From an optimization exercise on the open Yosys and OpenROAD flow, aimed at small area; shortcuts taken in it are not production practice. Function was not checked in any run shown here: the RTL went through the layout flow alone. Power and IR drop assume default switching activity.

==> flow/design.v (outline; a module is shown in full before it is edited, if it fits) <==
// module current_filter: 1370 lines
// module cf_fa: 6 lines
// module cf_inv: 5 lines
// module cf_ha: 6 lines
module current_filter (pClk, pRst, pFilterIn, pFilterOut);
  // ...
==> flow/run.sh <==
#!/bin/bash
# synth_recipe.tcl (not shown) runs the flow's synth.tcl, then flattens the netlist and writes it again
# the make line also repeats each setting of config.mk as NAME=value (left out here)
make -C /OpenROAD-flow-scripts/flow DESIGN_CONFIG=/design/flow/config.mk WORK_HOME=/design/flow/orfs CLKGATE_MAP_FILE= SYNTH_SCRIPT=/design/flow/synth_recipe.tcl finish
==> flow/config.mk <==
export PLATFORM = sky130hd
export DESIGN_NAME = current_filter
export DESIGN_NICKNAME = current_filter
export VERILOG_FILES = /design/flow/design.v
export SDC_FILE = /design/flow/constraint.sdc
export NUM_CORES = 4
export LEC_CHECK = 0
export CAP_MARGIN = 20
export CORE_MARGIN = 2
export CORE_UTILIZATION = 65
export CTS_BUF_LIST = sky130_fd_sc_hd__clkbuf_8
export CTS_CLUSTER_DIAMETER = 60
export CTS_CLUSTER_SIZE = 18
export SLEW_MARGIN = 20
export SYNTH_HIERARCHICAL = 1
==> flow/constraint.sdc <==
create_clock -name core_clock -period 7.5 [get_ports {pClk}]
set_input_delay 1.5000 -clock core_clock [delete_from_list [all_inputs] [get_ports {pClk}]]
set_output_delay 1.5000 -clock core_clock [all_outputs]
set_load 0.01 [all_outputs]
==> results.sh, run 1 <==
export IMPL_outcome="finished clean"
export IMPL_hold_path_startpoint="r9[10]"
export IMPL_power_density_nw_per_um2=490
export IMPL_tap_cells=511
export IMPL_clock_latency_ns=0.63
export IMPL_pg_comb_uw=8480
export IMPL_whs_path_depth=1
export IMPL_critPathRequiredTime_ns=8.01
export IMPL_crit_end="vm[26]"
export IMPL_inverters_excl_clock=184
export IMPL_multi_input_cells=1159
export IMPL_critPathTopFamily="adder cells"
export IMPL_clkTransAtPathRegs_ns=0.11
export IMPL_wire_per_inst_um=19.7
export IMPL_cts_sinks=461
export IMPL_cts_hold_repair_buffers=0
export IMPL_die_area_um2=40100
export IMPL_finalClockSkew_ns=0.0312
export IMPL_gr_usage_all_layers_pct=26.6
export IMPL_numPlacedInstances=2364
export IMPL_grt_pass1_vias=14600
export IMPL_yosys_area_top_type_share_pct=46.3
export IMPL_largest_cell_class="multi-input gates"
export IMPL_hold_viol_final=0
export IMPL_seqPwrFrac_pct=23.7
==> run 2: changes to the inputs <==
--- a/flow/config.mk
+++ b/flow/config.mk
@@ -7,7 +7,7 @@
 export LEC_CHECK = 0
 export CAP_MARGIN = 20
 export CORE_MARGIN = 2
-export CORE_UTILIZATION = 65
+export CORE_UTILIZATION = 80
 export CTS_BUF_LIST = sky130_fd_sc_hd__clkbuf_8
 export CTS_CLUSTER_DIAMETER = 60
 export CTS_CLUSTER_SIZE = 18
==> run 2 against run 1 <==
  * Synthesized cell count unchanged
  * First-iteration DRC count increased by 43%
  * Non-clock buffer count decreased by 5
  * Still clean on timing, DRC and antenna
  * Power increased by 2.7%
  * Cell count decreased by 5.1%
==> results.sh, run 2 <==
export IMPL_nets=2542
export IMPL_routed_wl_um=49500
export IMPL_first_pass_iters=5
export IMPL_via_per_inst=5.57
export IMPL_p_leak_uw=0.0106
export IMPL_seqPwrFrac_pct=23.1
export IMPL_die_area_um2=32700
export IMPL_clkTransAtPathRegs_ns=0.10
export IMPL_synth_xor_area_share_pct=0.555
export IMPL_swShare_pct=41.5
export IMPL_vias=12800
export IMPL_start_util_pct=81.6
export IMPL_finalMaxSlewViolations=0
export IMPL_grt_pass1_wl_um=82600
export IMPL_worst_setup_path_start_kind="primary input"
export IMPL_final_cell_mix="fa_1 (579), dfxtp_1 (461), inv_1 (187)"
export IMPL_numPlacedInstances=2244
export IMPL_gp_congestion=0.936
export IMPL_synth_main_ff_cell="dfxtp_1"
export IMPL_cap_viol_max_count=0
export IMPL_critPathRequiredTime_ns=7.95
export IMPL_top_register="s"
export IMPL_ys_seq_elements=461
export IMPL_wire_per_inst_um=21.5
export IMPL_grt_setup_unrepaired="false"
export IMPL_cts_hold_repair_buffers=0
export IMPL_power_density_nw_per_um2=508
export IMPL_die_h_um=181
export IMPL_num_antenna_cells=0
export IMPL_fin_cells=2300
export IMPL_grt_max_degree=117
export IMPL_finalSetupViolations=0
export IMPL_grt_overflow=0
export IMPL_p_clk_share_pct=10.6
export IMPL_worst_pin_slew_ns=0.910
export IMPL_grt_pass1_vias=15600
export IMPL_ys_types=26
export IMPL_htreeDepth=2
export IMPL_async_reset_ff_share_pct=0
export IMPL_hp_class="flop to flop"
export IMPL_synthCells=1839
export IMPL_outcome="finished clean"
export IMPL_arrival_ns=7.18
export IMPL_avgSynthCellArea_um2=13.6
export IMPL_cts_tree="yes"
export IMPL_yosys_area_top_type_share_pct=46.3
export IMPL_cts_sinks=461
export IMPL_yosysTopAreaCell="fa_1"
export IMPL_cts_buffers=36
export IMPL_post_synth_and_or_nand_nor_area_fraction_pct=9.63
export IMPL_fin_area_um2=26500
export IMPL_whs_path_depth=1
export IMPL_final_layout_size_suffix_gt1_share_pct=7.88
export IMPL_drc=0
export IMPL_antenna_found_initial=0
export IMPL_finalSetupTns_ns=0
export IMPL_dpl_hpwl_um=38700
export IMPL_p_int_uw=7890
export IMPL_endpoint_kind="flop"
export IMPL_largest_reg_flops=32
export IMPL_clock_latency_ns=0.60
export IMPL_fin_crit_sh_pct=89.8
export IMPL_finalClockSkew_ns=0.0551
export IMPL_synth_fa_ha_area_share_pct=49.3
export IMPL_cts_path_max_buffers=3
export IMPL_muxShareOfSynthArea_pct=0
export IMPL_rr_worst_depth=15
export IMPL_synth_top_family_by_area="adder cells"
export IMPL_syn_to_final_growth_pct=6.00
export IMPL_post_synth_top_count_cell="fa_1"
export IMPL_drt_iter0_markers=719
export IMPL_gr_usage_all_layers_pct=33.8
export IMPL_row_count=64
export IMPL_post_cts_resized=0
export IMPL_place_area_um2=25800
export IMPL_p_sw_uw=5590
export IMPL_relSlewSlack_pct=39.3
export IMPL_pwr_share_comb_pct=66.3
export IMPL_critPathKind="primary input to flop"
export IMPL_io_pins=34
export IMPL_synth_seq_area_share_pct=36.9
export IMPL_synthTopCellsByCount="fa_1 (579), dfxtp_1 (461), inv_1 (184)"
export IMPL_root_buffer="clkbuf_8"
export IMPL_hold_viol_final=0
export IMPL_core_area_um2=30700
export IMPL_min_period_ns=6.73
export IMPL_synth_edf_count=0
export IMPL_post_cts_buffers=0
export IMPL_antenna_left=0
export IMPL_synthTopCellsByArea="fa_1 (46%), dfxtp_1 (37%), and2_1 (3.2%)"
export IMPL_final_common_cell="fa_1"
export IMPL_dieWidth_um=181
export IMPL_crit_path_max_fanout=2
export IMPL_vdd_drop_max_mv=0.549
export IMPL_reg_largest_list="s (32), vm (27), wm (27)"
export IMPL_yosys_warnings=7
export IMPL_synth_area_um2=25000
export IMPL_fmax_ghz=0.148
export IMPL_io_buffers=33
export IMPL_synth_compound_gate_area_share_pct=0.105
export IMPL_timing_hold_ws_ns=0.376
-- run 2: cell types whose count changed in the layout (fill, tap and decap cells not counted), sizes merged --
cell,before,now
buf,17,12
clkbuf,39,36
inv,196,195
bufinv,5,3
clkinvlp,0,3
-- run 2: per-stage QoR --
stage	utilization (%)	power [uW]	setup slack, ns
floorplan	-	9620	0.986
global placement	84.1	11500	0.416
detailed placement	84.1	12100	0.208
CTS	86.5	13700	0.803
global route	86.5	15100	0.630
finish	86.5	13500	0.765
-- run 2: final timing paths --
check	from	to	slack [ns]
min reg2reg	r9[12]	r10[12]	0.38
max	pFilterIn[12]	wm[26]	0.77
min	r9[12]	r10[12]	0.38
max reg2reg	r12[15]	vm[26]	0.85
-- run 2: kinds of logic (layout without fill, tap and decap cells) --
logic type                 after synthesis  after routing
AOI/OAI and AO/OA                        3              3
xor gates and xnor gates                15             15
adders and majority gates              638            638
buffers and inverters                  236            284
DFF                                    461            461
other                                    1             18
and+or+nand+nor                        485            485
-- run 2: cell type report --
type / instances / area (um2)
multi-input cells: 1159 / 15000
flip-flops and latches: 461 / 9230
fillers: 1464 / 4140
inverters: 184 / 696
clock buffers: 36 / 495
well taps: 396 / 495
repair buffers: 44 / 414
clock inverters: 20 / 231
-- run 2: critical path, stage by stage --
cell             delay (ns)
clkdlybuf4s50_1        0.51
fa_1                   0.44
fa_1                   0.39
inv_1                  0.09
fa_1                   0.43
inv_1                  0.10
fa_1                   0.42
ha_1                   0.21
fa_1                   0.40
fa_1                   0.39
fa_1                   0.40
fa_1                   0.39
fa_1                   0.39
fa_1                   0.40
fa_1                   0.44
or2_2                  0.28
-- run 2: per-module statistics from Yosys, one instance, submodules excluded --
module	area, um2	cells inside	flops+latches
cf_ha	12.5	1	0
cf_inv	3.75	1	0
current_filter	12700	1202	461
cf_fa	20.0	1	0
-- run 2: power by group through the flow --
stage | Combinational (uW) | Clock [uW] | Sequential [uW]
2_1_floorplan | 6570 | 0 | 3050
3_3_place_gp | 8330 | 0 | 3160
3_5_place_dp | 8920 | 0 | 3160
4_1_cts | 9110 | 1450 | 3110
5_1_grt | 10500 | 1540 | 3130
6_report | 8940 | 1430 | 3110
-- run 2: layer usage --
metal | track usage (%) | share of wire (%)
met1 | 41.5 | 36
met2 | 58.5 | 53
met3 | 4.62 | 3.9
met4 | 19.3 | 7.1
met5 | 0 | 0

static timing again, ports no longer ideal:
The flow's constraints put no driver on any port. The routed layouts listed below were extracted and timed again, unchanged, in two steps. Step 1, drivers: a clkbuf_16 drives pClk and a buf_2 each remaining input, both assumed. Step 2 also shifts input and output timing later by t, the mid clock arrival at the registers, as if the neighbouring blocks saw the same clock. Slacks: no drivers / after step 1 / after step 2; pairs: no drivers / after step 1.
run | t, ns | slack for setup (ns) | slew at the worst register clock pin (ns) | cell pins on the clock port's net
run 1 | 0.665 | 0.941 / 0.941 / 0.340 | 0.11 / 0.11 | 1
run 2 | 0.621 | 0.765 / 0.791 / 0.170 | 0.12 / 0.12 | 1
After both steps every run listed still meets setup and hold. For run 1, which loses most, drivers alone change the setup slack by 0.000 ns; drivers and shift together by -0.601 ns.
